From an optimization exercise on the open Yosys and OpenROAD flow, aimed at small area and a short achievable clock period; shortcuts taken in it are not production practice. Where RTL was checked, it was by simulation tests only, not by an equivalence proof against the original. For runs 1 and 6, only the layout was checked, not whether the RTL still works.

==> design.v <==
module debounce(clk,rst_n,nextButton,buttonOut);
input clk;
input rst_n;
input nextButton;
output buttonOut;
reg buttonOut;
reg button_pressed, button_not_pressed;
reg button_state;
always @ (posedge clk or negedge rst_n)
begin
	if (!rst_n)
		begin
		button_pressed <= 1'b0;
		button_not_pressed <= 1'b0;
		buttonOut <= 1'b0;
		end
	else
		begin
		button_pressed <= !nextButton & !button_state & !button_pressed;
		button_not_pressed <= nextButton & button_state & !button_not_pressed;
		if (nextButton & button_state)
			buttonOut <= 1'b0;
		else if (button_pressed)
			buttonOut <= 1'b1;
		end
end
always @ (posedge clk)
begin
	if (rst_n)
		begin
		if (button_not_pressed)
			button_state <= 1'b0;
		else if (button_pressed)
			button_state <= 1'b1;
		end
end
endmodule
module countvote(clk,result,status_switch,counter_A, counter_B, counter_DC_A, counter_DC_B, counter_MD_A, counter_MD_B,
						  counter_VA_A, counter_VA_B);
input clk;
input status_switch;
input[28:0] counter_A;
input[28:0] counter_B;
input[28:0] counter_DC_A;
input[28:0] counter_DC_B;
input[28:0] counter_MD_A;
input[28:0] counter_MD_B;
input[28:0] counter_VA_A;
input[28:0] counter_VA_B;
output[3:0] result;
reg[3:0] result;
function greater;
	input [28:0] a;
	input [28:0] b;
	integer i;
	begin
		greater = 1'b0;
		for (i = 0; i < 29; i = i + 1)
			greater = a[i] & !b[i] | (a[i] | !b[i]) & greater;
	end
endfunction
wire gt    = greater(counter_A, counter_B);
wire gt_dc = greater(counter_DC_A, counter_DC_B);
wire gt_md = greater(counter_MD_A, counter_MD_B);
wire gt_va = greater(counter_VA_A, counter_VA_B);
always @ (posedge clk)
begin
	result[3] <= status_switch;
	result[2] <= status_switch ? gt_dc : gt;
	result[1] <= status_switch ? gt_md : 1'b1;
	result[0] <= status_switch ? gt_va : 1'b1;
end
endmodule
module segmentdisplay(clk, rst_n, DC_switch, MD_switch, VA_switch,
						  counter_A, counter_B, counter_DC_A, counter_DC_B, counter_MD_A, counter_MD_B,
						  counter_VA_A, counter_VA_B, counter_total, counter_DC_total, counter_MD_total, counter_VA_total,
						  LED_out0, LED_out1, LED_out2, LED_out3, LED_out4, LED_out5, LED_out6, LED_out7);
parameter SPLIT = 17;
input clk;
input rst_n;
input DC_switch;
input MD_switch;
input VA_switch;
input[28:0] counter_A;
input[28:0] counter_B;
input[28:0] counter_DC_A;
input[28:0] counter_DC_B;
input[28:0] counter_MD_A;
input[28:0] counter_MD_B;
input[28:0] counter_VA_A;
input[28:0] counter_VA_B;
input[28:0] counter_total;
input[28:0] counter_DC_total;
input[28:0] counter_MD_total;
input[28:0] counter_VA_total;
output [6:0] LED_out0;
output [6:0] LED_out1;
output [6:0] LED_out2;
output [6:0] LED_out3;
output [6:0] LED_out4;
output [6:0] LED_out5;
output [6:0] LED_out6;
output [6:0] LED_out7;
reg [4:0] timer;
reg [1:0] group;      
reg tagA, tagC;       
always @ (posedge clk or negedge rst_n)
	if (!rst_n)
		timer <= 5'd0;
	else if (timer[4] & timer[3])
		timer <= 5'd0;
	else
		timer <= {timer[4] ^ (&timer[3:0]), timer[3] ^ (&timer[2:0]), timer[2] ^ (&timer[1:0]),
		          timer[1] ^ timer[0], !timer[0]};
always @ (posedge clk)
	if (DC_switch && !MD_switch && !VA_switch)
		group <= 2'd1;
	else if (MD_switch && !VA_switch && !DC_switch)
		group <= 2'd2;
	else if (VA_switch && !MD_switch && !DC_switch)
		group <= 2'd3;
	else
		group <= 2'd0;
wire slotA = !timer[4] & !timer[3];
wire slotB = !timer[4] & timer[3];
wire slotC = timer[4];
wire g0 = group == 2'd0, g1 = group == 2'd1, g2 = group == 2'd2, g3 = group == 2'd3;
wire [11:0] s = {slotC & g3, slotB & g3, slotA & g3,
                 slotC & g2, slotB & g2, slotA & g2,
                 slotC & g1, slotB & g1, slotA & g1,
                 slotC & g0, slotB & g0, slotA & g0};
wire [28:0] sel;
genvar m;
generate
	for (m = 0; m < 29; m = m + 1) begin : mux
		wire n0, n1, n2, n3;
		m_a222oi r0(.A1(counter_A[m]),    .A2(s[0]),  .B1(counter_B[m]),    .B2(s[1]),  .C1(counter_total[m]),    .C2(s[2]),  .Y(n0));
		m_a222oi r1(.A1(counter_DC_A[m]), .A2(s[3]),  .B1(counter_DC_B[m]), .B2(s[4]),  .C1(counter_DC_total[m]), .C2(s[5]),  .Y(n1));
		m_a222oi r2(.A1(counter_MD_A[m]), .A2(s[6]),  .B1(counter_MD_B[m]), .B2(s[7]),  .C1(counter_MD_total[m]), .C2(s[8]),  .Y(n2));
		m_a222oi r3(.A1(counter_VA_A[m]), .A2(s[9]),  .B1(counter_VA_B[m]), .B2(s[10]), .C1(counter_VA_total[m]), .C2(s[11]), .Y(n3));
		m_nand4 o(.A(n0), .B(n1), .C(n2), .D(n3), .Y(sel[m]));
	end
endgenerate
function integer maxval;
	input integer n;
	input integer k;
	integer m, p, j;
	begin
		m = (1 << n) - 1;
		p = 1;
		for (j = 0; j < k; j = j + 1) p = p * 10;
		if (m / p >= 10) maxval = 9;
		else maxval = m / p;
	end
endfunction
wire [27:0] st [0:29];      
assign st[0] = 28'd0;
reg [27:0] bcd_q;
reg [28-SPLIT:0] bin_q;
genvar n, k;
generate
	for (n = 1; n <= 29; n = n + 1) begin : step
		wire [27:0] prev = (n == SPLIT + 1) ? bcd_q : st[n-1];
		wire b = (n <= SPLIT) ? sel[29-n] : bin_q[29-n];
		wire [27:0] adj;
		for (k = 0; k < 7; k = k + 1) begin : dig
			if (maxval(n-1, k) >= 5)
				add3 c(.a(prev[4*k +: 4]), .y(adj[4*k +: 4]));
			else
				assign adj[4*k +: 4] = prev[4*k +: 4];
		end
		assign st[n] = {adj[26:0], b};
	end
endgenerate
always @ (posedge clk) begin
	bcd_q <= st[SPLIT];
	bin_q <= sel[28-SPLIT:0];
	tagA <= slotA;
	tagC <= slotC;
end
wire [27:0] bcd = st[29];
seg7 d0(.d(bcd[3:0]), .s(LED_out0));
seg7 d1(.d(bcd[7:4]), .s(LED_out1));
seg7 d2(.d(bcd[11:8]), .s(LED_out2));
seg7 d3(.d(bcd[15:12]), .s(LED_out3));
seg7 d4(.d(bcd[19:16]), .s(LED_out4));
seg7 d5(.d(bcd[23:20]), .s(LED_out5));
seg7 d6(.d(bcd[27:24]), .s(LED_out6));
assign LED_out7 = {tagC, 1'b0, 1'b0, tagA, tagC, !tagA, !tagA && !tagC};
endmodule
module add3(a, y);
input [3:0] a;
output [3:0] y;
assign y[3] = a[3] | a[2] & (a[1] | a[0]);
assign y[2] = a[2] & !a[1] & !a[0] | a[3] & a[0];
assign y[1] = !a[2] & a[1] | a[2] & a[1] & a[0] | a[3] & !a[0];
assign y[0] = !a[3] & !a[2] & a[0] | a[2] & a[1] & !a[0] | a[3] & !a[0];
endmodule
module seg7(d, s);
input [3:0] d;
output [6:0] s;
assign s[0] = !d[3] & !d[2] & !d[1] & d[0] | d[2] & !d[1] & !d[0];
assign s[1] = d[2] & !d[1] & d[0] | d[2] & d[1] & !d[0];
assign s[2] = !d[2] & d[1] & !d[0];
assign s[3] = !d[2] & !d[1] & d[0] | d[2] & !d[1] & !d[0] | d[2] & d[1] & d[0];
assign s[4] = d[0] | d[2] & !d[1];
assign s[5] = !d[2] & d[1] | !d[3] & !d[2] & d[0] | d[1] & d[0];
assign s[6] = !d[3] & !d[2] & !d[1] | d[2] & d[1] & d[0];
endmodule
module m_a222oi(input A1, A2, B1, B2, C1, C2, output Y); assign Y = !(A1 & A2 | B1 & B2 | C1 & C2); endmodule
module m_nand4(input A, B, C, D, output Y); assign Y = !(A & B & C & D); endmodule
module evm_display(clk, rst_n, button, DC_switch, MD_switch, VA_switch, status_switch,
                   counter_A, counter_B, counter_DC_A, counter_DC_B, counter_MD_A, counter_MD_B,
                   counter_VA_A, counter_VA_B, counter_total, counter_DC_total, counter_MD_total,
                   counter_VA_total,
                   nextButton, result,
                   LED_out0, LED_out1, LED_out2, LED_out3, LED_out4, LED_out5, LED_out6, LED_out7);
input clk;
input rst_n;
input button;
input DC_switch;
input MD_switch;
input VA_switch;
input status_switch;
input [28:0] counter_A;
input [28:0] counter_B;
input [28:0] counter_DC_A;
input [28:0] counter_DC_B;
input [28:0] counter_MD_A;
input [28:0] counter_MD_B;
input [28:0] counter_VA_A;
input [28:0] counter_VA_B;
input [28:0] counter_total;
input [28:0] counter_DC_total;
input [28:0] counter_MD_total;
input [28:0] counter_VA_total;
output nextButton;
output [3:0] result;
output [6:0] LED_out0;
output [6:0] LED_out1;
output [6:0] LED_out2;
output [6:0] LED_out3;
output [6:0] LED_out4;
output [6:0] LED_out5;
output [6:0] LED_out6;
output [6:0] LED_out7;
debounce bk1(.clk(clk),
             .rst_n(rst_n),
             .nextButton(button),
             .buttonOut(nextButton));
countvote bk3(.clk(clk),
              .status_switch(status_switch),
              .counter_A(counter_A),
              .counter_B(counter_B),
              .counter_DC_A(counter_DC_A),
              .counter_DC_B(counter_DC_B),
              .counter_MD_A(counter_MD_A),
              .counter_MD_B(counter_MD_B),
              .counter_VA_A(counter_VA_A),
              .counter_VA_B(counter_VA_B),
              .result(result));
segmentdisplay bk4(.clk(clk),
                   .rst_n(rst_n),
                   .DC_switch(DC_switch),
                   .MD_switch(MD_switch),
                   .VA_switch(VA_switch),
                   .counter_A(counter_A),
                   .counter_B(counter_B),
                   .counter_DC_A(counter_DC_A),
                   .counter_DC_B(counter_DC_B),
                   .counter_MD_A(counter_MD_A),
                   .counter_MD_B(counter_MD_B),
                   .counter_VA_A(counter_VA_A),
                   .counter_VA_B(counter_VA_B),
                   .counter_total(counter_total),
                   .counter_DC_total(counter_DC_total),
                   .counter_MD_total(counter_MD_total),
                   .counter_VA_total(counter_VA_total),
                   .LED_out0(LED_out0),
                   .LED_out1(LED_out1),
                   .LED_out2(LED_out2),
                   .LED_out3(LED_out3),
                   .LED_out4(LED_out4),
                   .LED_out5(LED_out5),
                   .LED_out6(LED_out6),
                   .LED_out7(LED_out7));
endmodule
==> flow/run.sh <==
#!/bin/bash
# The standard layout (standard.sh) with these changes to how it is made:
#  - ABC maps for area first ("map -a") and then buffers and sizes, instead of
#    the stock area script's "map -B 0.9" (flow/abc_area.script);
#  - modules named m_* (single gates written out in the RTL) are mapped
#    beforehand with "amap" (flow/abc_cells.script), which reaches the
#    six-input gates that "map" does not; the registers are untouched;
#  - the port buffers are the smallest buffer cell instead of the one
#    buffer_ports picks by default.
# The ORFS scripts folder is copied here with those two scripts added and
# the one abc call in synth.tcl split in two.
# Each step's full output goes to its own log file in this folder; ORFS also
# keeps per-step logs under orfs/logs.
set -euo pipefail
rm -rf scripts
cp -r "$FLOW_HOME/scripts" scripts
cp flow/abc_area.script scripts/abc_area.script
cp flow/abc_cells.script scripts/abc_cells.script
sed -i 's|^  log_cmd abc {\*}\$abc_args$|  log_cmd abc {*}[lreplace $abc_args 1 1 $::env(SCRIPTS_DIR)/abc_cells.script] m_*\n  log_cmd abc {*}$abc_args|' scripts/synth.tcl
grep -q 'abc_cells.script\] m_\*' scripts/synth.tcl
export SCRIPTS_DIR="$PWD/scripts"
export BUFFER_PORTS_ARGS="-buffer_cell sky130_fd_sc_hd__buf_1"
bash standard.sh synth > synth.log 2>&1
bash standard.sh floorplan > floorplan.log 2>&1
bash standard.sh place > place.log 2>&1
bash standard.sh cts > cts.log 2>&1
bash standard.sh route > route.log 2>&1
bash standard.sh finish > finish.log 2>&1
==> flow/abc_area.script <==
strash
dch
map -a
topo
stime -c
buffer -c
upsize -c
dnsize -c
==> flow/abc_cells.script <==
strash
amap
topo
==> standard.sh <==
#!/bin/bash
# synth_recipe.tcl (not shown) runs the flow's synth.tcl, then flattens the netlist and writes it again
# the make line also repeats each setting of config.mk as NAME=value (left out here)
make -C /OpenROAD-flow-scripts/flow DESIGN_CONFIG=/design/flow/config.mk WORK_HOME=/design/flow/orfs CLKGATE_MAP_FILE= SYNTH_SCRIPT=/design/flow/synth_recipe.tcl "${@:-finish}"
==> config.mk <==
export PLATFORM = sky130hd
export DESIGN_NAME = evm_display
export DESIGN_NICKNAME = evm_display
export VERILOG_FILES = /design/flow/design.v
export SDC_FILE = /design/flow/constraint.sdc
export NUM_CORES = 4
export LEC_CHECK = 0
export ABC_AREA = 1
export CAP_MARGIN = 20
export CORE_MARGIN = 2
export CORE_UTILIZATION = 40
export SLEW_MARGIN = 20
export SYNTH_HIERARCHICAL = 1
==> constraint.sdc <==
create_clock -name core_clock -period 36.0 [get_ports {clk}]
set_input_delay 7.2000 -clock core_clock [delete_from_list [all_inputs] [get_ports {clk}]]
set_output_delay 7.2000 -clock core_clock [all_outputs]
set_load 0.01 [all_outputs]
==> results.txt, run 1 <==
- The share of cells above drive strength 1 is 8.23%.
- The total negative slack is 0 ns.
- The met3 track utilization from global routing is 5.45%.
- Routability-driven placement finished with a final weighted congestion of 1.02.
- Among all stages on the critical path, the largest delay is contributed by dfxtp_1.
- The first-pass iteration count of the detailed router is 12.
- The total CTS buffers is 5.
- On the final layout, the worst clock skew is 0.00893 ns.
- The pin count of the biggest net entering global routing is 30.
- The HPWL after detailed placement is 43100 um.
- Counting every instance in the synthesized netlist gives 2183.
- At the pin with the least slew margin, the transition time is 0.829 ns.
- Clock tree synthesis found a total of 50 sinks.
- The critical path class is register to primary output.
- The starting density of the core is 40.9%.
- Among the stages of the critical path, the cell type that occurs most often is o21ai_1.
- Using the TritonRoute via totals, the vias-per-cell ratio works out to 5.67.
- In this run the clock root is driven by a clkbuf_16.
- Counting I/O delays and the setup requirement, the final critical path takes 12.67 ns.
- In this run the tool buffered the top-level ports with 413 buffer cells.
- The Yosys step of the flow raised 9 warnings.
- The met2 routing resource usage after global routing is 57.4%.
- After detailed routing, the total wire length is 49900 um.
- After clock tree synthesis, the clock-pin slew on the worst setup and hold paths is 0.08 ns.
- In the final routed layout, each cell accounts on average for 16.6 um.
- The clock latency reported for the late side of the worst-skew pair is 0.31 ns.
- The clock passes through at most 2 buffers.
- The maximum level of the CTS H-tree is 2.
- The number of design rule violations left after detail routing is 0.
- Setup repair after global routing left no endpoint under its margin.
- Data on the critical path arrives at its endpoint at 5.47 ns.
- The total count of hold-check failures in the final report came to 0.
- During I/O placement, the number of pins put on the boundary was 416.
- The most heavily used metal layer in global routing is met2.
- The number of gates resized after CTS is 0.
- Of the available clock period, the critical path in the final layout requires 35.2%.
- The number of nets still failing antenna checks after routing is 0.
- The number of hold buffers added after CTS was 0.
- The kind of cell adding the most delay to the critical path is compound AO/OA/AOI/OAI gates.
- The filler cells instantiated in the layout total 3112.
- After the first detailed-routing iteration, the DRC count stood at 1576.
- The minimum hold slack is 0.440 ns.
- The worst relative slew slack is 44.7%.
- The via count of the first global-routing pass is 15652.
- Global routing used 31.8% of the available tracks across all layers.
- The core region is 27900 sq um.
- The number of rows created at floorplan is 61.
- The vertical die dimension is 173 um.
- The largest single stage delay on the critical path is 0.40 ns.
- STA classifies the critical path startpoint as a register.
- The worst hold path belongs to the class register to register.
- The first global-routing pass estimated 77100 um of wire.
- Max-cap violations in this run came to 0.
- The number of antenna violations at the first check in global routing came to 13.
- The count of vias placed by the detailed router is 17109.
- Data on the critical path is required at its endpoint by 28.80 ns.
- The die covers 29900 sq um.
- Counting both buffers and inverters, the worst setup path holds a total of 7.
- The kind of end point of the critical path is a primary output.
- The flow ran to the end and the layout has no timing, DRC or antenna violations.
- The width of the die is 173 um.
- Setup violations remaining at the end of the flow were counted as 0.
- Of all nets on the critical path, the largest fanout is 6.
- In this run the mean area of a mapped cell was 5.23 sq um.
- The count of buffers added by post-CTS timing repair for setup is 0.
- The total overflow left after global routing is 0.
- The synthesized netlist occupies a cell area of 11400 sq um.
- The highest clock frequency the design can meet is 78.9 MHz.
- The CTS tree is yes.
- Compared with the post-synthesis result, the final layout area differs by 21.0%.
- For this run, the post-layout net count is 2982.
- Global routing used 36.3% of the available met1 tracks.
- The final max-slew violation count was 0.
final timing paths:
path | from | endpoint | slack [ns] | depth (start not counted)
worst max-delay path | bk4.bcd_q[0] | LED_out6[0] | 23.33 | 33
worst min-delay path | bk4.timer[0] | bk4.timer[0] | 0.44 | 1
worst max register to register | bk4.group[0] | bk4.bcd_q[19] | 29.26 | 42
worst min register to register | bk4.timer[0] | bk4.timer[0] | 0.44 | 1
max in group asynchronous | rst_n | bk4.timer[2] | 28.86 | 1
min in group asynchronous | rst_n | bk1.buttonOut | 6.81 | 1
flip-flops by register name, summed over array words and instances (netlist names):
| signal | count |
|---|---|
| bk4.bin_q | 12 |
| bk1.buttonOut | 1 |
| bk4.group | 2 |
| bk4.tagC | 1 |
| bk4.tagA | 1 |
| bk1.button_state | 1 |
| bk1.button_pressed | 1 |
| bk1.button_not_pressed | 1 |
| bk4.timer | 5 |
| bk3.result | 4 |
| bk4.bcd_q | 21 |
per-stage QoR:
step / cell area, sq um / worst slack (ns) / utilization, % / std cells
after floorplan: 11500 / 24.43 / - / 2194
after global placement: 13600 / 23.57 / 48.8 / 2996
after detailed placement: 13600 / 23.34 / 48.8 / 2996
after CTS: 13800 / 23.38 / 49.3 / 3004
after global routing: 13800 / 22.59 / 49.4 / 3012
final: 13800 / 23.33 / 49.4 / 3015
layout make-up:
cell class,count,area (sq um),area share (%)
multi-input cells,1633,8530,61.8
inverters,506,1900,13.8
repair buffers,429,1670,12.1
flip-flops and latches,50,1050,7.61
well taps,378,473,3.43
clock buffers,5,125,0.906
clock inverters,3,28.8,0.208
diodes,11,27.5,0.199
cell usage in the layout (no fill, tap or decap), types with 24 or more instances in the layout:
cell type / count
a222oi_1: 116
inv_1: 367
o22ai_1: 40
buf_1: 413
a21oi_1: 24
nand4_1: 29
inv_2: 139
nor2_1: 168
nand2_1: 425
o21ai_1: 340
o21ai_0: 27
nand3_1: 351
dfxtp_1: 41
layer usage:
metal  wire, um  up-vias
li1           -     8545
met1      19600     7823
met2      24300      623
met3       3930      114
met4       2130        4
met5         30        -
worst reg2reg max path: cells and delay by family (launching register included):
family          cells  cell delay (ns)
simple gates       26             3.29
compound gates     10             1.76
buf+inv             6             0.99
flops               1             0.59
==> run 2, diff against run 1 <==
--- a/design.v
+++ b/design.v
@@ -76,5 +76,5 @@
 						  counter_VA_A, counter_VA_B, counter_total, counter_DC_total, counter_MD_total, counter_VA_total,
 						  LED_out0, LED_out1, LED_out2, LED_out3, LED_out4, LED_out5, LED_out6, LED_out7);
-parameter SPLIT = 17;
+parameter SPLIT = 16;
 input clk;
 input rst_n;
==> run 2 against run 1 <==
Against the previous run:
- clock-buffer cell count did not move
- sequential share of layout area shrank 0.13 points
- sequential cell count fell by 1
- synthesized area decreased by 0.18%
- core utilization shrank 0.13 points
- cell area is 0.26% lower
- non-clock buffer count decreased by 2
- synthesized cell count hardly changed
- die area is 0.17% lower
- hold slack gained 0.0060 ns
- global-route usage rose by 2.1 points
- critical path type unchanged
==> results.txt, run 2 <==
- The number of placed cells counting well taps is 2993 (-0.10%).
- The maximum fanout along the worst path is 6 (unchanged).
- The delay contributed by the slowest stage of the critical path is 0.47 ns (+0.07 ns).
- The maximum level of the CTS H-tree is 2 (unchanged).
- The final critical-path required period came to 12.98 ns (+0.310 ns).
- The startpoint class of the critical path is a register.
- In the final layout, the registers with the most flip-flops are bk4.bcd_q x19, bk4.bin_q x13, bk4.timer x5.
- The total negative slack came to 0 ns (unchanged).
- The worst setup slack for register-to-register paths is 29.33 ns (+0.07 ns).
- The critical path class is register to primary output.
- The kind of end point of the critical path is a primary output.
- The layout overhead on the synthesized area is 20.9% (about the same).
- The sink count of the clock tree came to 49 (-2.0%).
- The share of cells above drive strength 1 is 8.16% (-0.067 points).
- The critical register-to-register path startpoint is bk4.timer[4].
- The kind of cell adding the most delay to the critical path is simple AND/OR/NAND/NOR gates.
- The number of stages on the worst hold path came to 1 (unchanged).
- The clock slew at the register clock pins of the worst setup and hold paths is 0.08 ns (about the same).
- The core footprint was 27900 sq um (unchanged).
- The global-route usage over all layers was 33.8% (+2.1 points).
- The quantity of I/O buffers inserted on ports came to 413 (unchanged).
- The clock latency reported for the late side of the worst-skew pair was 0.32 ns (about the same).
- The average vias per placed instance is 5.68 (+0.12%).
- The post-route clock period utilization was 36.1% (+0.86 points).
- The final net count came to 2979 (-0.10%).
- The highest clock frequency the design can meet was 77.0 MHz (-2.4%).
- The number of buffers added to fix hold violations after cts came to 0 (unchanged).
- The kind of path behind the tightest hold check is register to register.
- The synthesized area divided by synthesized cell count is 5.22 sq um (-0.13%).
- The vertical die dimension is 173 um (about the same).
- The number of flip-flops in the largest register is 19 (-9.5%).
- The critical path arrival came to 5.78 ns (+0.31 ns).
- The maximum clock insertion buffer count is 2 (unchanged).
- The storage element area was 1030 sq um (-1.9%).
- The buffer type at the clock tree root is clkbuf_16.
- The count of buffers added by post-CTS timing repair for setup is 0 (unchanged).
- The count of cells along the worst register-to-register path is 42 (unchanged).
- The register bank with the most flops is bk4.bcd_q.
- The number of warnings printed during yosys synthesis was 9 (unchanged).
- The number of gates resized after CTS is 0 (unchanged).
- The routed wire length came to 52800 um (+5.8%).
- The die area is 29800 sq um (-0.17%).
- The flow ran to the end and the layout has no timing, DRC or antenna violations.
- The first-pass iteration count of the detailed router came to 12 (unchanged).
- The capture point of the worst reg-to-reg path is bk4.bcd_q[15].
- The worst relative slew slack was 31.7% (-13 points).
- The pin count of the biggest net entering global routing is 29 (-3.3%).
- The count of vias placed by the detailed router is 17124 (+0.088%).
- The gate count after technology mapping is 2182 (-0.046%).
- The number of primary I/O pins was 416 (unchanged).
- The aggregate global routing overflow is 0 (unchanged).
- The final max-slew violation count came to 0 (unchanged).
- The width of the die is 173 um (about the same).
- The number of design rule violations left after detail routing is 0 (unchanged).
- Setup repair after global routing left no endpoint under its margin.
- The via count of the first global-routing pass is 15575 (-0.49%).
- The number of filler instances in the final layout is 3065 (-1.5%).
- The total count of hold-check failures in the final report was 0 (unchanged).
- The starting density of the core is 40.8% (-0.072 points).
- The critical path buffer and inverter count is 8 (+1).
- The number of antenna violations at the first check in global routing was 14 (+1).
- The area used by multi-input combinational logic is 8530 sq um (about the same).
- The total CTS buffers was 5 (unchanged).
- The worst-case hold path end point is bk4.timer[0].
- The violation count after the first detailed-route iteration is 1907 (+21%).
- The HPWL after detailed placement is 45900 um (+6.5%).
- The number of rows created at floorplan is 61 (unchanged).
- The post-route non-filler standard cell count is 3014 (-0.033%).
- The global placer's final weighted congestion was 1.05 (+2.9%).
- The slew at the pin closest to its max-slew limit is 1.02 ns (+0.190 ns).
- The routed wirelength normalized by instance count came to 17.5 um (+5.8%).
- The highest-delay cell along the critical path is o21ai_1.
- The worst endpoint required time is 28.80 ns (about the same).
- The clock skew is 0.0175 ns (+0.00860 ns).
- The first-pass GRT wire length is 80900 um (+5.0%).
- The number of max-capacitance violations reported is 0 (unchanged).
- The worst hold path begins at bk4.timer[0].
- The most common cell after layout, fill and taps aside is nand2_1.
- The number of nets still failing antenna checks after routing is 0 (unchanged).
- TritonCTS built the clock tree.
- The summed instance area of the synthesized netlist is 11400 sq um (-0.18%).
- The setup violation total in the final timing report came to 0 (unchanged).
- The library cells used most frequently in the layout, excluding fill and tap cells, are nand2_1 (425), buf_1 (413), inv_1 (367), nand3_1 (351), o21ai_1 (340).
==> run 2: stage by stage <==
stage / util, % / hold slack, ns / cell area (sq um) / setup slack [ns]
after CTS: 49.2 / 0.446 / 13700 / 23.12
after floorplan: - / 0.406 / 11400 / 24.33
after global routing: 49.3 / 0.465 / 13800 / 22.08
after global placement: 48.6 / 0.420 / 13600 / 23.68
final: 49.3 / 0.446 / 13800 / 23.02
after detailed placement: 48.6 / 0.435 / 13600 / 23.47
==> run 2: worst max path at each step <==
| stage | start | end | slack, ns | depth (start not counted) |
|---|---|---|---|---|
| floorplan | bk4.bcd_q[0] | LED_out6[0] | 24.33 | 36 |
| global placement | bk4.bcd_q[0] | LED_out4[5] | 23.68 | 39 |
| detailed placement | bk4.bcd_q[0] | LED_out4[5] | 23.47 | 39 |
| CTS | bk4.bcd_q[0] | LED_out4[5] | 23.12 | 39 |
| global route | bk4.bcd_q[0] | LED_out5[0] | 22.08 | 37 |
| finish | bk4.bcd_q[0] | LED_out1[6] | 23.02 | 39 |
==> run 2: metal layers <==
metal | up-vias | routed length [um] | track usage (%)
li1 | 8521 | - | -
met2 | 643 | 24900 | 58.8
met1 | 7867 | 22300 | 42.6
met5 | - | 27 | 0
met4 | 4 | 1680 | 12.1
met3 | 89 | 3990 | 4.75
==> run 2: cell type report <==
type / count / area share [%]
diodes: 13 / 0.236
clock buffers: 5 / 0.909
multi-input cells: 1633 / 61.9
inverters: 506 / 13.8
well taps: 378 / 3.43
clock inverters: 3 / 0.209
flip-flops and latches: 49 / 7.49
repair buffers: 427 / 12.0
==> run 2: worst register-to-register path, delay by kind of cell, from the launching register on <==
family                 cells  cell delay [ns]
buffers and inverters      8             1.08
AND/OR/NAND/NOR           25             3.59
AO/OA/AOI/OAI              9             1.52
flip-flops                 1             0.43
==> run 3, diff against run 2 <==
--- a/design.v
+++ b/design.v
@@ -76,5 +76,5 @@
 						  counter_VA_A, counter_VA_B, counter_total, counter_DC_total, counter_MD_total, counter_VA_total,
 						  LED_out0, LED_out1, LED_out2, LED_out3, LED_out4, LED_out5, LED_out6, LED_out7);
-parameter SPLIT = 16;
+parameter SPLIT = 17;
 input clk;
 input rst_n;
@@ -180,11 +180,11 @@
 end
 wire [27:0] bcd = st[29];
-seg7 d0(.d(bcd[3:0]), .s(LED_out0));
-seg7 d1(.d(bcd[7:4]), .s(LED_out1));
-seg7 d2(.d(bcd[11:8]), .s(LED_out2));
-seg7 d3(.d(bcd[15:12]), .s(LED_out3));
-seg7 d4(.d(bcd[19:16]), .s(LED_out4));
-seg7 d5(.d(bcd[23:20]), .s(LED_out5));
-seg7 d6(.d(bcd[27:24]), .s(LED_out6));
+m_seg7 d0(.d(bcd[3:0]), .s(LED_out0));
+m_seg7 d1(.d(bcd[7:4]), .s(LED_out1));
+m_seg7 d2(.d(bcd[11:8]), .s(LED_out2));
+m_seg7 d3(.d(bcd[15:12]), .s(LED_out3));
+m_seg7 d4(.d(bcd[19:16]), .s(LED_out4));
+m_seg7 d5(.d(bcd[23:20]), .s(LED_out5));
+m_seg7 d6(.d(bcd[27:24]), .s(LED_out6));
 assign LED_out7 = {tagC, 1'b0, 1'b0, tagA, tagC, !tagA, !tagA && !tagC};
 endmodule
@@ -197,5 +197,5 @@
 assign y[0] = !a[3] & !a[2] & a[0] | a[2] & a[1] & !a[0] | a[3] & !a[0];
 endmodule
-module seg7(d, s);
+module m_seg7(d, s);
 input [3:0] d;
 output [6:0] s;
--- a/flow/run.sh
+++ b/flow/run.sh
@@ -3,6 +3,6 @@
 #  - ABC maps for area first ("map -a") and then buffers and sizes, instead of
 #    the stock area script's "map -B 0.9" (flow/abc_area.script);
-#  - modules named m_* (single gates written out in the RTL) are mapped
-#    beforehand with "amap" (flow/abc_cells.script), which reaches the
+#  - modules named m_* (small gates and decoders written out in the RTL) are
+#    mapped beforehand with "amap" (flow/abc_cells.script), which reaches the
 #    six-input gates that "map" does not; the registers are untouched;
 #  - the port buffers are the smallest buffer cell instead of the one
--- a/config.mk
+++ b/config.mk
@@ -10,4 +10,5 @@
 export CORE_MARGIN = 2
 export CORE_UTILIZATION = 40
+export PLACE_DENSITY = 0.75
 export SLEW_MARGIN = 20
 export SYNTH_HIERARCHICAL = 1
==> run 3 against run 2 <==
Against the previous run:
- clock skew down 0.0015 ns
- core utilization hardly changed
- critical path depth fell by 8
- wire length fell by 3.0%
- highest routed layer unchanged
- sequential share of layout area is 0.19 points higher
- die area down 0.80%
- still clean on timing, DRC and antenna
- clock-buffer cell count is the same
==> results.txt, run 3 <==
- The flow ran to the end and the layout has no timing, DRC or antenna violations.
- The worst endpoint required time is 28.80 ns (about the same).
- The kind of end point of the critical path is a primary output.
- The final critical-path required period is 12.87 ns (-0.110 ns).
- The placement-stage cell area is 13500 sq um (-0.58%).
- The number of max-capacitance violations reported is 0 (unchanged).
- The count of buffers added by post-CTS timing repair for setup is 0 (unchanged).
- The top cell types in the final layout, fill and taps aside, are nand2_1 (432), buf_1 (413), inv_1 (353), nand3_1 (351), o21ai_1 (340).
- In this run the worst hold path is classified as register to register.
- The number of rows created at floorplan is 61 (unchanged).
- The maximum fanout along the worst path came to 6 (unchanged).
- From synthesis to final layout, the design area changed by 21.2%.
- The die area came to 29600 sq um (-0.80%).
- The critical path ends at LED_out6[3].
- The total CTS buffers is 5 (unchanged).
- The slew at the pin closest to its max-slew limit was 0.995 ns (-0.0242 ns).
- The sink count of the clock tree was 50 (+2.0%).
- The first-pass iteration count of the detailed router is 15 (+3).
- The worst relative slew slack is 33.3% (+1.6 points).
- The number of flip-flops in the largest register is 21 (+2).
- The highest clock frequency the design can meet is 77.7 MHz (+0.85%).
- TritonCTS built the clock tree.
- The vertical die dimension is 172 um (-0.40%).
- The gate count after technology mapping was 2169 (-0.60%).
- The largest individual stage delay along the critical path comes from the cell dfxtp_1.
- The post-route cell area is 13700 sq um (-0.55%).
- The worst setup path is launched from a register.
- The clock slew at the register clock pins of the worst setup and hold paths was 0.08 ns (about the same).
- The register bank with the most flops is bk4.bcd_q.
- The worst setup slack for register-to-register paths is 28.91 ns (-0.42 ns).
- The setup violation total in the final timing report was 0 (unchanged).
- The worst register-to-register path begins at bk4.group[1].
- The clock latency reported for the late side of the worst-skew pair came to 0.31 ns (about the same).
- The cell that appears most often on the critical path is o21ai_1.
- The global placer's final weighted congestion is 1.06 (+1.5%).
- The total negative slack is 0 ns (unchanged).
- The summed instance area of the synthesized netlist came to 11300 sq um (-0.82%).
- The root buffer cell chosen for the clock tree is clkbuf_16.
- The critical path arrival was 5.67 ns (-0.11 ns).
- The average vias per placed instance was 5.82 (+2.4%).
- The synthesized area divided by synthesized cell count is 5.21 sq um (-0.23%).
- The worst setup path is of the register to primary output kind.
- The number of primary I/O pins came to 416 (unchanged).
- The HPWL after detailed placement is 44100 um (-4.0%).
- The routed wirelength normalized by instance count came to 17.1 um (-2.5%).
- The first-pass GRT wire length came to 76600 um (-5.3%).
- The number of antenna violations at the first check in global routing was 12 (-2).
- The routed wire length is 51200 um (-3.0%).
- The final net count is 2968 (-0.37%).
- The delay contributed by the slowest stage of the critical path came to 0.39 ns (-0.08 ns).
- The critical path depth came to 31 (-21%).
- The core footprint was 27800 sq um (-0.55%).
- The beginning of the critical path is bk4.bcd_q[0].
- The endpoint identified for the worst register-to-register timing path is bk4.bcd_q[13].
- The number of design rule violations left after detail routing was 0 (unchanged).
- The aggregate global routing overflow was 0 (unchanged).
- The most common cell after layout, fill and taps aside is nand2_1.
- The clock skew is 0.0160 ns (-0.00149 ns).
- The number of warnings printed during yosys synthesis was 9 (unchanged).
- The maximum level of the CTS H-tree is 2 (unchanged).
- The share of cells above drive strength 1 is 6.39% (-1.8 points).
- The pin count of the biggest net entering global routing is 22 (-24%).
- The via count of the first global-routing pass came to 15707 (+0.85%).
- The count of vias placed by the detailed router is 17443 (+1.9%).
- The number of nets still failing antenna checks after routing was 0 (unchanged).
- The kind of cell adding the most delay to the critical path is compound AO/OA/AOI/OAI gates.
- The width of the die is 172 um (-0.40%).
- The total count of hold-check failures in the final report is 0 (unchanged).
- The violation count after the first detailed-route iteration is 2146 (+13%).
- The count of cells along the worst register-to-register path is 44 (+4.8%).
- The post-route clock period utilization is 35.8% (-0.30 points).
- The critical path buffer and inverter count is 5 (-3).
- The global-route usage over all layers came to 32.9% (-0.92 points).
- The final max-slew violation count is 0 (unchanged).
- The quantity of I/O buffers inserted on ports was 413 (unchanged).
- The largest registers in the layout are bk4.bcd_q x21, bk4.bin_q x12, bk4.timer x5.
- The number of buffers added to fix hold violations after cts was 0 (unchanged).
- Setup repair after global routing left no endpoint under its margin.
- The starting density of the core was 40.7% (-0.11 points).
- The maximum clock insertion buffer count was 2 (unchanged).
- The number of gates resized after CTS is 0 (unchanged).
-- run 3: per-stage QoR --
step,worst slack (ns),std cells,hold slack [ns],utilization (%)
6_report,23.13,2997,0.449,49.3
5_1_grt,22.38,2994,0.461,49.3
4_1_cts,23.15,2990,0.446,49.2
3_5_place_dp,23.28,2982,0.425,48.6
3_3_place_gp,23.59,2982,0.423,48.6
2_1_floorplan,24.35,2180,0.406,-
-- run 3: worst min-delay path by stage --
stage,startpoint,endpoint,slack (ns),depth (start not counted)
2_1_floorplan,bk4.timer[4],bk4.tagC,0.41,0
3_3_place_gp,bk4.timer[0],bk4.timer[0],0.42,1
3_5_place_dp,bk4.timer[4],bk4.tagC,0.43,0
4_1_cts,bk4.timer[0],bk4.timer[0],0.45,1
5_1_grt,bk4.timer[0],bk4.timer[0],0.46,1
6_report,bk1.button_state,bk1.button_pressed,0.45,1
-- run 3: final cells by class --
type | count | area [sq um]
diodes | 7 | 17.5
clock buffers | 5 | 125
clock inverters | 3 | 47.5
fillers | 2986 | 14100
inverters | 492 | 1850
multi-input cells | 1633 | 8460
flip-flops and latches | 50 | 1050
well taps | 378 | 473
repair buffers | 429 | 1670
-- run 3: metal layers --
layer,routed length [um],global-route usage [%],vias up
li1,-,-,8536
met1,19300,36.3,7983
met2,24500,59.3,758
met3,4660,7.42,156
met4,2740,16.3,10
met5,56,0,-
==> run 4, diff against run 3 <==
==> flow/abc_area.script (replaced) <==
strash
dc2
dch
map -a
topo
stime -c
upsize -c
dnsize -c
--- a/config.mk
+++ b/config.mk
@@ -10,5 +10,4 @@
 export CORE_MARGIN = 2
 export CORE_UTILIZATION = 40
-export PLACE_DENSITY = 0.75
 export SLEW_MARGIN = 20
 export SYNTH_HIERARCHICAL = 1
==> run 4 against run 3 <==
Against the previous run:
- still clean on timing, DRC and antenna
- critical path depth did not move
- first-iteration DRC count shrank 3.3%
- setup slack worse by 0.0060 ns
- sequential share of layout area hardly changed
- critical endpoint unchanged
==> results.txt, run 4 <==
- In the final layout, the registers with the most flip-flops are bk4.bcd_q x21, bk4.bin_q x12, bk4.timer x5.
- The count of buffers added by post-CTS timing repair for setup is 0 (unchanged).
- The average vias per placed instance is 5.86 (+0.67%).
- The quantity of I/O buffers inserted on ports is 413 (unchanged).
- The aggregate global routing overflow is 0 (unchanged).
- The total count of hold-check failures in the final report was 0 (unchanged).
- The number of primary I/O pins is 416 (unchanged).
- The count of vias placed by the detailed router was 17425 (-0.10%).
- The worst endpoint required time is 28.80 ns (about the same).
- The clock skew is 0.00980 ns (-0.00624 ns).
- The beginning of the critical path is bk4.bcd_q[0].
- The slew at the pin closest to its max-slew limit came to 1.07 ns (+0.0701 ns).
- The storage element area is 1050 sq um (unchanged).
- The number of warnings printed during yosys synthesis is 9 (unchanged).
- The final critical-path required period is 12.88 ns (+0.00600 ns).
- The global-route usage over all layers came to 33.1% (+0.24 points).
- The violation count after the first detailed-route iteration came to 2076 (-3.3%).
- The worst setup path is captured at a primary output.
- The worst setup slack for register-to-register paths is 29.05 ns (+0.14 ns).
- The total negative slack was 0 ns (unchanged).
- The number of filler instances in the final layout is 3100 (+3.8%).
- The pin count of the biggest net entering global routing was 30 (+36%).
- The area used by multi-input combinational logic was 8450 sq um (-0.12%).
- The worst relative slew slack is 28.6% (-4.7 points).
- The summed instance area of the synthesized netlist is 11300 sq um (-0.19%).
- The final max-slew violation count is 0 (unchanged).
- The number of antenna violations at the first check in global routing is 13 (+1).
- The number of flip-flops in the largest register is 21 (unchanged).
- The total CTS buffers was 5 (unchanged).
- The critical path class is register to primary output.
- The highest-delay cell along the critical path is o311ai_0.
- The gate count after technology mapping is 2144 (-1.2%).
- The run finished with no timing, DRC or antenna violations.
- The buffer type at the clock tree root is clkbuf_16.
- The critical path arrival is 5.68 ns (about the same).
- The die area came to 29600 sq um (-0.19%).
- The delay contributed by the slowest stage of the critical path is 0.41 ns (+0.02 ns).
- The highest clock frequency the design can meet is 77.7 MHz (about the same).
- The routed wirelength normalized by instance count is 17.3 um (+1.4%).
- The number of nets still failing antenna checks after routing came to 0 (unchanged).
- The first-pass iteration count of the detailed router is 10 (-5).
- The clock slew at the register clock pins of the worst setup and hold paths is 0.08 ns (about the same).
- The maximum fanout along the worst path came to 6 (unchanged).
- The most common cell after layout, fill and taps aside is buf_1.
- STA classifies the critical path startpoint as a register.
- The register bank with the most flops is bk4.bcd_q.
- The share of cells above drive strength 1 is 10.8% (+4.4 points).
- The top cell types in the final layout, fill and taps aside, are buf_1 (413), nand2_1 (395), nand3_1 (351), o21ai_1 (337), inv_2 (233).
- The sink count of the clock tree was 50 (unchanged).
- The minimum hold slack is 0.435 ns (-0.0133 ns).
- TritonCTS built the clock tree.
- The via count of the first global-routing pass came to 15653 (-0.34%).
- The setup violation total in the final timing report is 0 (unchanged).
- The final net count is 2940 (-0.94%).
- The number of gates resized after CTS is 0 (unchanged).
- The starting density of the core is 40.6% (-0.077 points).
- The critical path ends at LED_out6[3].
- The number of max-capacitance violations reported is 0 (unchanged).
- The global placer's final weighted congestion came to 1.04 (-2.2%).
- The maximum level of the CTS H-tree was 2 (unchanged).
- The count of cells along the worst register-to-register path was 44 (unchanged).
- The critical register-to-register path startpoint is bk4.group[0].
- The post-route clock period utilization is 35.8% (about the same).
- The maximum clock insertion buffer count is 2 (unchanged).
- The number of rows created at floorplan is 61 (unchanged).
- The synthesized area divided by synthesized cell count is 5.26 sq um (+0.98%).
- The area growth from synthesis to layout is 21.0%.
- The HPWL after detailed placement was 44600 um (+1.2%).
- The vertical die dimension was 172 um (about the same).
- The width of the die came to 172 um (about the same).
- The core footprint is 27800 sq um (unchanged).
- The number of buffers added to fix hold violations after cts is 0 (unchanged).
- The first-pass GRT wire length is 76900 um (+0.48%).
- The kind of path behind the tightest hold check is register to register.
- The clock latency reported for the late side of the worst-skew pair is 0.31 ns (about the same).
- The routed wire length is 51500 um (+0.61%).
- The capture point of the worst reg-to-reg path is bk4.bcd_q[13].
- The number of design rule violations left after detail routing is 0 (unchanged).
- Setup repair after global routing left no endpoint under its margin.
==> run 4: cell count changes in the layout (fill, tap and decap cells not counted), moves of 5 or more <==
| cell | change |
|---|---|
| inv_2 | +115 |
| clkinv_1 | +120 |
| o221ai_1 | +12 |
| nand2_1 | -37 |
| diode_2 | +5 |
| inv_1 | -238 |
| o22ai_1 | -8 |
| nor2_1 | +12 |
| a22oi_1 | +25 |
| o21ai_0 | -16 |
==> run 4: worst min-delay path by stage <==
stage / start / to / slack, ns / depth (start not counted)
after floorplan: bk4.timer[0] / bk4.timer[0] / 0.41 / 1
after CTS: bk4.timer[0] / bk4.timer[0] / 0.44 / 1
after global routing: bk4.timer[0] / bk4.timer[0] / 0.45 / 1
final: bk4.timer[0] / bk4.timer[0] / 0.44 / 1
after detailed placement: bk4.timer[0] / bk4.timer[0] / 0.43 / 1
after global placement: bk4.timer[0] / bk4.timer[0] / 0.42 / 1
==> run 4: through the flow <==
stage | instance area, sq um | setup WS [ns] | util [%] | instances
after floorplan | 11300 | 24.35 | - | 2155
after global placement | 13500 | 23.56 | 48.5 | 2954
after detailed placement | 13500 | 23.24 | 48.5 | 2954
after CTS | 13600 | 23.15 | 49.0 | 2962
after global routing | 13600 | 22.32 | 49.1 | 2970
final | 13600 | 23.12 | 49.1 | 2974
==> run 4: worst max-delay path: cells and delay by family, from the launching register on <==
family	cells	cell delay (ns)
flops	1	0.39
compound gates	9	2.44
buf+inv	4	0.59
simple gates	18	1.92
==> run 4: cell type report <==
class,count,area share [%]
Clock inverter,3,0.211
Timing Repair Buffer,426,12.1
Clock buffer,5,0.917
Antenna cell,12,0.220
Multi-Input combinational cell,1611,62.0
Sequential cell,50,7.70
Inverter,489,13.5
Tap cell,378,3.47
==> run 4: per-layer routing <==
| metal | routed length [um] | share of wire [%] | vias up | global-route usage, % |
|---|---|---|---|---|
| met5 | 26 | 0.050 | - | 0 |
| met4 | 2380 | 4.6 | 4 | 14.6 |
| met3 | 4300 | 8.3 | 136 | 6.66 |
| met2 | 24700 | 48 | 758 | 59.4 |
| met1 | 20100 | 39 | 8002 | 38.1 |
| li1 | - | - | 8525 | - |
==> run 5, diff against run 4 <==
==> flow/abc_area.script (replaced) <==
strash
dch
map -a
topo
stime -c
buffer -c
upsize -c
dnsize -c
==> run 5 against run 4 <==
Against the previous run:
- still clean
- register-to-register slack lost 0.14 ns
- clock skew increased by 0.0013 ns
- sequential cell count unchanged
- fmax up 0.93%
- largest cell class unchanged
- final cell count grew 0.84%
- critical path depth up 2
- synthesized cell count grew 1.2%
==> results.txt, run 5 <==
- The aggregate global routing overflow is 0 (unchanged).
- From synthesis to final layout, the design area changed by 21.2%.
- The highest clock frequency the design can meet came to 78.4 MHz (+0.93%).
- The number of primary I/O pins is 416 (unchanged).
- The number of nets still failing antenna checks after routing came to 0 (unchanged).
- The tree is rooted in a clkbuf_16.
- The starting density of the core is 40.7% (+0.077 points).
- The number of stages on the worst hold path is 1 (unchanged).
- The final net count came to 2967 (+0.92%).
- The count of vias placed by the detailed router is 17134 (-1.7%).
- The global-route usage over all layers came to 32.1% (-1.0 points).
- The width of the die is 172 um (about the same).
- The clock latency reported for the late side of the worst-skew pair is 0.31 ns (about the same).
- The first-pass GRT wire length is 74500 um (-3.2%).
- The number of max-capacitance violations reported is 0 (unchanged).
- The delay contributed by the slowest stage of the critical path is 0.39 ns (-0.02 ns).
- The sink count of the clock tree is 50 (unchanged).
- The critical path depth is 33 (+6.5%).
- The worst setup path is launched from a register.
- The critical path class is register to primary output.
- The highest routing layer actually used is met5.
- The slew at the pin closest to its max-slew limit is 1.00 ns (-0.0634 ns).
- The HPWL after detailed placement is 43100 um (-3.4%).
- The number of flip-flops in the largest register is 21 (unchanged).
- The maximum level of the CTS H-tree is 2 (unchanged).
- The worst hold path terminates at bk1.button_pressed.
- The quantity of I/O buffers inserted on ports is 413 (unchanged).
- The global placer's final weighted congestion is 1.00 (-3.6%).
- The core footprint is 27800 sq um (unchanged).
- The average vias per placed instance is 5.71 (-2.5%).
- The critical path arrival is 5.56 ns (-0.12 ns).
- The total met2 wirelength after detailed routing is 24000 um (-3.1%).
- The routed wire length was 50100 um (-2.7%).
- The count of buffers added by post-CTS timing repair for setup is 0 (unchanged).
- The number of antenna violations at the first check in global routing came to 14 (+1).
- In this run the most critical hold path is launched from bk1.button_state.
- In the layout the commonest cells are nand2_1 (432), buf_1 (413), inv_1 (353), nand3_1 (351), o21ai_1 (340).
- Setup repair after global routing left no endpoint under its margin.
- The number of warnings printed during yosys synthesis came to 9 (unchanged).
- The library cell used most frequently in the layout, excluding fill and tap cells, is nand2_1.
- The worst setup slack for register-to-register paths came to 28.91 ns (-0.14 ns).
- Grouping stages by cell kind, the critical path spends the most delay in compound AO/OA/AOI/OAI gates.
- The clock skew is 0.0111 ns (+0.00132 ns).
- The worst endpoint required time is 28.80 ns (about the same).
- The run finished with no timing, DRC or antenna violations.
- In the final layout, the registers with the most flip-flops are bk4.bcd_q x21, bk4.bin_q x12, bk4.timer x5.
- The final max-slew violation count came to 0 (unchanged).
- The number of rows created at floorplan is 61 (unchanged).
- The die area is 29600 sq um (+0.19%).
- The total CTS buffers came to 5 (unchanged).
- The worst relative slew slack is 32.9% (+4.2 points).
- The detailed-routed wire length on met3 was 4210 um (-2.2%).
- STA classifies the critical path endpoint as a primary output.
- The kind of path behind the tightest hold check is register to register.
- The clock slew at the register clock pins of the worst setup and hold paths is 0.08 ns (about the same).
- The setup violation total in the final timing report is 0 (unchanged).
- The critical path buffer and inverter count was 5 (+1).
- The critical register-to-register path startpoint is bk4.timer[4].
- The share of cells above drive strength 1 is 6.36% (-4.4 points).
- The maximum clock insertion buffer count is 2 (unchanged).
- The maximum fanout along the worst path came to 6 (unchanged).
- The count of cells along the worst register-to-register path is 43 (-2.3%).
- The pin count of the biggest net entering global routing is 30 (unchanged).
- The violation count after the first detailed-route iteration is 1936 (-6.7%).
- The CTS tree is yes.
- The synthesized area divided by synthesized cell count was 5.21 sq um (-0.97%).
- The total negative slack came to 0 ns (unchanged).
- The number of gates resized after CTS was 0 (unchanged).
- The first-pass iteration count of the detailed router is 17 (+7).
- The number of design rule violations left after detail routing is 0 (unchanged).
- The total count of hold-check failures in the final report is 0 (unchanged).
- The number of buffers added to fix hold violations after cts is 0 (unchanged).
- The via count of the first global-routing pass is 15155 (-3.2%).
- The highest-delay cell along the critical path is dfxtp_1.
- The capture point of the worst reg-to-reg path is bk4.bcd_q[17].
- The vertical die dimension is 172 um (about the same).
- More flip-flops sit in one register than any other, and that register is bk4.bcd_q.
- The gate count after technology mapping was 2169 (+1.2%).
- The post-route clock period utilization is 35.4% (-0.33 points).
- The routed wirelength normalized by instance count is 16.7 um (-3.5%).
- The met1 routed wirelength after detailed routing was 19800 um (-1.5%).
- The final critical-path required period came to 12.76 ns (-0.119 ns).
- The summed instance area of the synthesized netlist is 11300 sq um (+0.19%).
## run 5: worst max-delay path by stage
| stage | endpoint | slack (ns) | startpoint |
|---|---|---|---|
| 6_report | LED_out5[3] | 23.24 | bk4.bcd_q[0] |
| 2_1_floorplan | LED_out6[3] | 24.35 | bk4.bcd_q[0] |
| 4_1_cts | LED_out5[3] | 23.28 | bk4.bcd_q[0] |
| 3_5_place_dp | bk4.bcd_q[19] | 23.18 | counter_VA_A[26] |
| 5_1_grt | LED_out5[3] | 22.36 | bk4.bcd_q[0] |
| 3_3_place_gp | bk4.bcd_q[17] | 23.36 | counter_VA_A[26] |
## run 5: cell type report
cell class                 count  area, sq um
tap                          378          473
multi-input combinational   1633         8460
clock inverter                 2         17.5
inverter                     492         1850
antenna                       10         25.0
fill                        3098        14100
clock buffer                   6          150
sequential                    50         1050
timing repair buffer         428         1660
## run 5: worst reg2reg max path, delay by kind of cell (launching register included)
kind / cells / cell delay [ns]
simple gates: 27 / 3.72
flops: 1 / 0.42
compound gates: 9 / 1.83
buf+inv: 7 / 0.99
## run 5: routing by layer
layer | GRT usage [%] | up-vias
met5 | 0 | -
met4 | 13.6 | 6
met2 | 57.2 | 708
li1 | - | 8519
met3 | 6.29 | 107
met1 | 37.4 | 7794
## run 5: per-stage QoR
step	worst slack, ns	area, sq um	util (%)	cells	hold WS (ns)
floorplan	24.35	11300	-	2180	0.406
global placement	23.36	13500	48.6	2981	0.424
detailed placement	23.18	13500	48.6	2981	0.422
CTS	23.28	13700	49.2	2989	0.439
finish	23.24	13700	49.3	2999	0.438
global route	22.36	13700	49.3	2998	0.462
==> run 6, diff against run 5 <==
--- a/design.v
+++ b/design.v
@@ -165,6 +165,11 @@
 		wire [27:0] adj;
 		for (k = 0; k < 7; k = k + 1) begin : dig
-			if (maxval(n-1, k) >= 5)
+			if (maxval(n-1, k) >= 5 && k == 6) begin
+				add3_top c(.a(prev[4*k +: 4]), .y(adj[4*k +: 3]));
+				assign adj[4*k+3] = 1'b0;
+			end else if (maxval(n-1, k) >= 8)
 				add3 c(.a(prev[4*k +: 4]), .y(adj[4*k +: 4]));
+			else if (maxval(n-1, k) >= 5)
+				add3_lo c(.a(prev[4*k +: 3]), .y(adj[4*k +: 4]));
 			else
 				assign adj[4*k +: 4] = prev[4*k +: 4];
@@ -193,4 +198,19 @@
 output [3:0] y;
 assign y[3] = a[3] | a[2] & (a[1] | a[0]);
+assign y[2] = a[2] & !a[1] & !a[0] | a[3] & a[0];
+assign y[1] = !a[2] & a[1] | a[2] & a[1] & a[0] | a[3] & !a[0];
+assign y[0] = !a[3] & !a[2] & a[0] | a[2] & a[1] & !a[0] | a[3] & !a[0];
+endmodule
+module add3_lo(a, y);
+input [2:0] a;
+output [3:0] y;
+assign y[3] = a[2] & (a[1] | a[0]);
+assign y[2] = a[2] & !a[1] & !a[0];
+assign y[1] = !a[2] & a[1] | a[2] & a[1] & a[0];
+assign y[0] = !a[2] & a[0] | a[2] & a[1] & !a[0];
+endmodule
+module add3_top(a, y);
+input [3:0] a;
+output [2:0] y;
 assign y[2] = a[2] & !a[1] & !a[0] | a[3] & a[0];
 assign y[1] = !a[2] & a[1] | a[2] & a[1] & a[0] | a[3] & !a[0];
==> run 6 against run 5 <==
Against the previous run:
- critical path depth unchanged
- hold slack about the same
- core utilization decreased by 0.26 points
- die area about the same
- synthesized area about the same
- synthesized cell count decreased by 1.2%
- sequential share of layout area about the same
- wire length increased by 2.3%
- still clean
- largest cell class unchanged
- non-clock buffer count decreased by 2
- clock skew increased by 0.0087 ns
==> results.txt, run 6 <==
- The flow ran to the end and the layout has no timing, DRC or antenna violations.
- The sequential area share after synthesis is 9.31%.
- The count of buffers added by post-CTS timing repair for setup is 0 (unchanged).
- Yosys instantiated no cell more often than nand2_1.
- The post-synthesis cell type count is 38.
- The highest clock frequency the design can meet is 77.6 MHz (-1.0%).
- The highest-delay cell along the critical path is dfxtp_1.
- The synthesized area divided by synthesized cell count is 5.26 sq um (+1.1%).
- The pin count of the biggest net entering global routing is 30 (unchanged).
- The clock slew at the register clock pins of the worst setup and hold paths is 0.09 ns (about the same).
- The HPWL after detailed placement is 44100 um (+2.3%).
- The delay contributed by the slowest stage of the critical path is 0.41 ns (+0.02 ns).
- The area share of and/or/nand/nor cells after synthesis is 37.5%.
- The maximum fanout along the worst path is 6 (unchanged).
- The slew at the pin closest to its max-slew limit was 1.13 ns (+0.128 ns).
- The least setup slack across all paths after layout is 23.11 ns (-0.133 ns).
- The final net count is 2930 (-1.2%).
- The maximum clock insertion buffer count is 2 (unchanged).
- The count of cells along the worst register-to-register path is 41 (-4.7%).
- The critical path arrival is 5.69 ns (+0.13 ns).
- The post-route cell area is 13600 sq um (-0.53%).
- The CTS tree is yes.
- Counting stages on the worst path, the most repeated cell is o21ai_1.
- The number of design rule violations left after detail routing is 0 (unchanged).
- The starting density of the core is 40.6% (about the same).
- The clock latency reported for the late side of the worst-skew pair is 0.32 ns (about the same).
- The post-route non-filler standard cell count is 2964 (-1.2%).
- The total count of hold-check failures in the final report came to 0 (unchanged).
- The critical path class is register to primary output.
- The number of nets still failing antenna checks after routing came to 0 (unchanged).
- The number of rows created at floorplan is 61 (unchanged).
- The mux contribution to synthesized area is 0.0887%.
- The share of cells above drive strength 1 is 7.23% (+0.87 points).
- The number of gates resized after CTS is 0 (unchanged).
- The area share of the largest cell type after synthesis is 14.9%.
- The via count of the first global-routing pass is 15232 (+0.51%).
- The summed instance area of the synthesized netlist is 11300 sq um (about the same).
- The die area is 29600 sq um (about the same).
- The number of placed cells counting well taps is 2944 (-1.2%).
- The setup violation total in the final timing report is 0 (unchanged).
- The maximum level of the CTS H-tree is 2 (unchanged).
- The routed wire length is 51300 um (+2.3%).
- The number of warnings printed during yosys synthesis is 9 (unchanged).
- The synthesized design spends more area on one cell type than any other, namely nand3_1.
- The largest registers in the layout are bk4.bcd_q x21, bk4.bin_q x12, bk4.timer x5.
- The worst setup path is launched from a register.
- The global-route usage over all layers was 33.0% (+0.92 points).
- The global placer's final weighted congestion is 1.07 (+6.8%).
- The number of enable-type register cells in the synthesized netlist is 1.
- The total CTS buffers came to 5 (unchanged).
- The synthesized-area fraction occupied by adder cells is 0.599%.
- The number of flip-flops in the largest register is 21 (unchanged).
- The final critical-path required period was 12.89 ns (+0.133 ns).
- The largest family of logic cells by synthesized area is simple AND/OR/NAND/NOR gates.
- STA classifies the critical path endpoint as a primary output.
- The minimum hold slack is 0.438 ns (-0.000288 ns).
- The number of primary I/O pins came to 416 (unchanged).
- The aggregate global routing overflow was 0 (unchanged).
- The average vias per placed instance is 5.77 (+0.93%).
- The post-route clock period utilization is 35.8% (+0.37 points).
- The storage element area is 1050 sq um (unchanged).
- The number of buffers added to fix hold violations after cts is 0 (unchanged).
- The core footprint came to 27800 sq um (unchanged).
- The clock skew is 0.0199 ns (+0.00874 ns).
- Yosys attributes the largest share of cell area to nand3_1 (15%), o21ai_1 (14%), nand2_1 (14%).
- The area used by multi-input combinational logic is 8390 sq um (-0.84%).
- The total negative slack is 0 ns (unchanged).
- The number of filler instances in the final layout came to 3109 (+0.36%).
- The routed wirelength normalized by instance count is 17.3 um (+3.5%).
- The number of antenna violations at the first check in global routing is 12 (-2).
- The number of max-capacitance violations reported is 0 (unchanged).
- The buffer type at the clock tree root is clkbuf_16.
- The number of stages on the worst hold path is 0 (-1).
- The worst relative slew slack is 24.3% (-8.5 points).
- The post-placement worst setup slack was 23.31 ns (+0.132 ns).
- The layout overhead on the synthesized area is 20.7%.
- The first-pass iteration count of the detailed router is 14 (-3).
- The post-synthesis register bit count is 50.
- The most used flip-flop cell after synthesis is dfxtp_1.
- The complex-gate fraction of the synthesized area is 35.6%.
- The placement-stage cell area is 13400 sq um (-0.47%).
- The register bank with the most flops is bk4.bcd_q.
- The final max-slew violation count is 0 (unchanged).
- The tightest min-delay check is of the register to register type.
- The worst endpoint required time came to 28.80 ns (about the same).
- Leaving out fill and tap cells, the most frequent cell in the layout is nand2_1.
- Ranked by instance count, the synthesized netlist is headed by nand2_1 (423), inv_1 (359), nand3_1 (335).
- In the layout the commonest cells are nand2_1 (423), buf_1 (413), inv_1 (359), nand3_1 (335), o21ai_1 (318).
- The sink count of the clock tree is 50 (unchanged).
- The vertical die dimension came to 172 um (about the same).
- The quantity of I/O buffers inserted on ports is 413 (unchanged).
- The gate count after technology mapping is 2144 (-1.2%).
- The first-pass GRT wire length came to 76500 um (+2.6%).
- The count of vias placed by the detailed router is 17091 (-0.25%).
- Setup repair after global routing left no endpoint under its margin.
- The violation count after the first detailed-route iteration came to 1876 (-3.1%).
- The xor/xnor cell area share of the yosys netlist is 0%.
- The width of the die is 172 um (about the same).
- In the synthesized netlist the async set-or-reset flop fraction comes to 16.0%.
==> run 6: routing by layer <==
metal | share of wire [%] | vias to the layer above | global-route usage (%)
li1 | - | 8413 | -
met4 | 4.0 | 2 | 14.3
met1 | 40 | 7887 | 39.8
met3 | 8.8 | 111 | 6.64
met5 | 0.025 | - | 0
met2 | 47 | 678 | 56.9
==> run 6: modules after synthesis, one instance, submodules excluded, excerpt <==
module | times used | cells inside | area (sq um)
add3_lo | 5 | 8 | 45.0
add3_top | 6 | 12 | 58.8
add3 | 103 | 13 | 56.3
m_seg7 | 7 | 16 | 81.3
segmentdisplay | 1 | 89 | 1100
debounce | 1 | 10 | 136
m_nand4 | 29 | 1 | 6.26
countvote | 1 | 337 | 1760
m_a222oi | 116 | 1 | 10.0
==> run 6: area by class of cell <==
type / count / share of cell area [%]
multi-input combinational: 1592 / 61.6
inverter: 498 / 13.7
timing repair buffer: 426 / 12.1
sequential: 50 / 7.72
tap: 378 / 3.47
clock buffer: 5 / 0.919
antenna: 12 / 0.221
clock inverter: 3 / 0.211
==> run 6: critical path: cells and delay by family, from the launching register on <==
kind | cells | cell delay, ns
AO/OA/AOI/OAI | 10 | 2.35
buffers and inverters | 6 | 0.79
flip-flops | 1 | 0.41
AND/OR/NAND/NOR | 17 | 1.81
==> run 6: cell families (layout without fill, tap and decap cells) <==
kind of cell,after synthesis,count (layout)
mux,1,1
flops,50,50
other cells,1,14
compound gates,607,607
buf+inv,503,932
simple gates,976,976
fa+ha+maj,6,6
==> run 6: path summary, 6_finish.rpt <==
path | from | to | slack (ns)
setup / recovery | bk4.bcd_q[0] | LED_out6[3] | 23.11
hold / removal | bk4.timer[4] | bk4.tagC | 0.44
setup reg to reg | bk4.group[1] | bk4.bcd_q[15] | 29.20
hold reg to reg | bk4.timer[4] | bk4.tagC | 0.44
max in group asynchronous | rst_n | bk4.timer[0] | 28.77
min in group asynchronous | rst_n | bk1.buttonOut | 6.84
==> run 6: through the flow <==
step,util (%)
2_1_floorplan,-
3_3_place_gp,48.4
3_5_place_dp,48.4
4_1_cts,48.9
5_1_grt,49.0
6_report,49.0

-- port drivers added, routing unchanged --
No port has a modelled driver above. Below, the same layouts with a new extraction and two added sets of constraints.
Step 1 (the two cells are an assumption about what drives the block):
set clk [get_ports {clk}]
set_driving_cell -lib_cell sky130_fd_sc_hd__clkbuf_16 $clk
set_driving_cell -lib_cell sky130_fd_sc_hd__buf_2 [delete_from_list [all_inputs] $clk]
Step 2, shift: input delay + t, output delay - t, t = (earliest + latest rising clock arrival at the registers) / 2. This alone moves slack from input paths to output paths.
a / b / c = no drivers / after step 1 / after step 2; a / b = the first two.
run | t, ns | setup WS [ns] | worst hold slack (ns) | slew at the worst register clock pin (ns)
run 1 | 0.361 | 23.329 / 23.278 / 23.296 | 0.440 / 0.440 / 0.440 | 0.08 / 0.08
run 2 | 0.362 | 23.020 / 22.966 / 23.329 | 0.446 / 0.446 / 0.446 | 0.09 / 0.09
run 3 | 0.353 | 23.130 / 23.081 / 23.072 | 0.449 / 0.449 / 0.449 | 0.08 / 0.08
run 4 | 0.356 | 23.124 / 23.075 / 23.124 | 0.435 / 0.435 / 0.435 | 0.08 / 0.08
run 5 | 0.359 | 23.242 / 23.190 / 23.066 | 0.438 / 0.438 / 0.438 | 0.08 / 0.08
run 6 | 0.358 | 23.110 / 23.059 / 23.203 | 0.438 / 0.438 / 0.438 | 0.09 / 0.09
After both steps setup and hold are still met in every run listed. For run 5, which loses most, drivers alone change the setup slack by -0.052 ns; drivers and shift together by -0.176 ns.
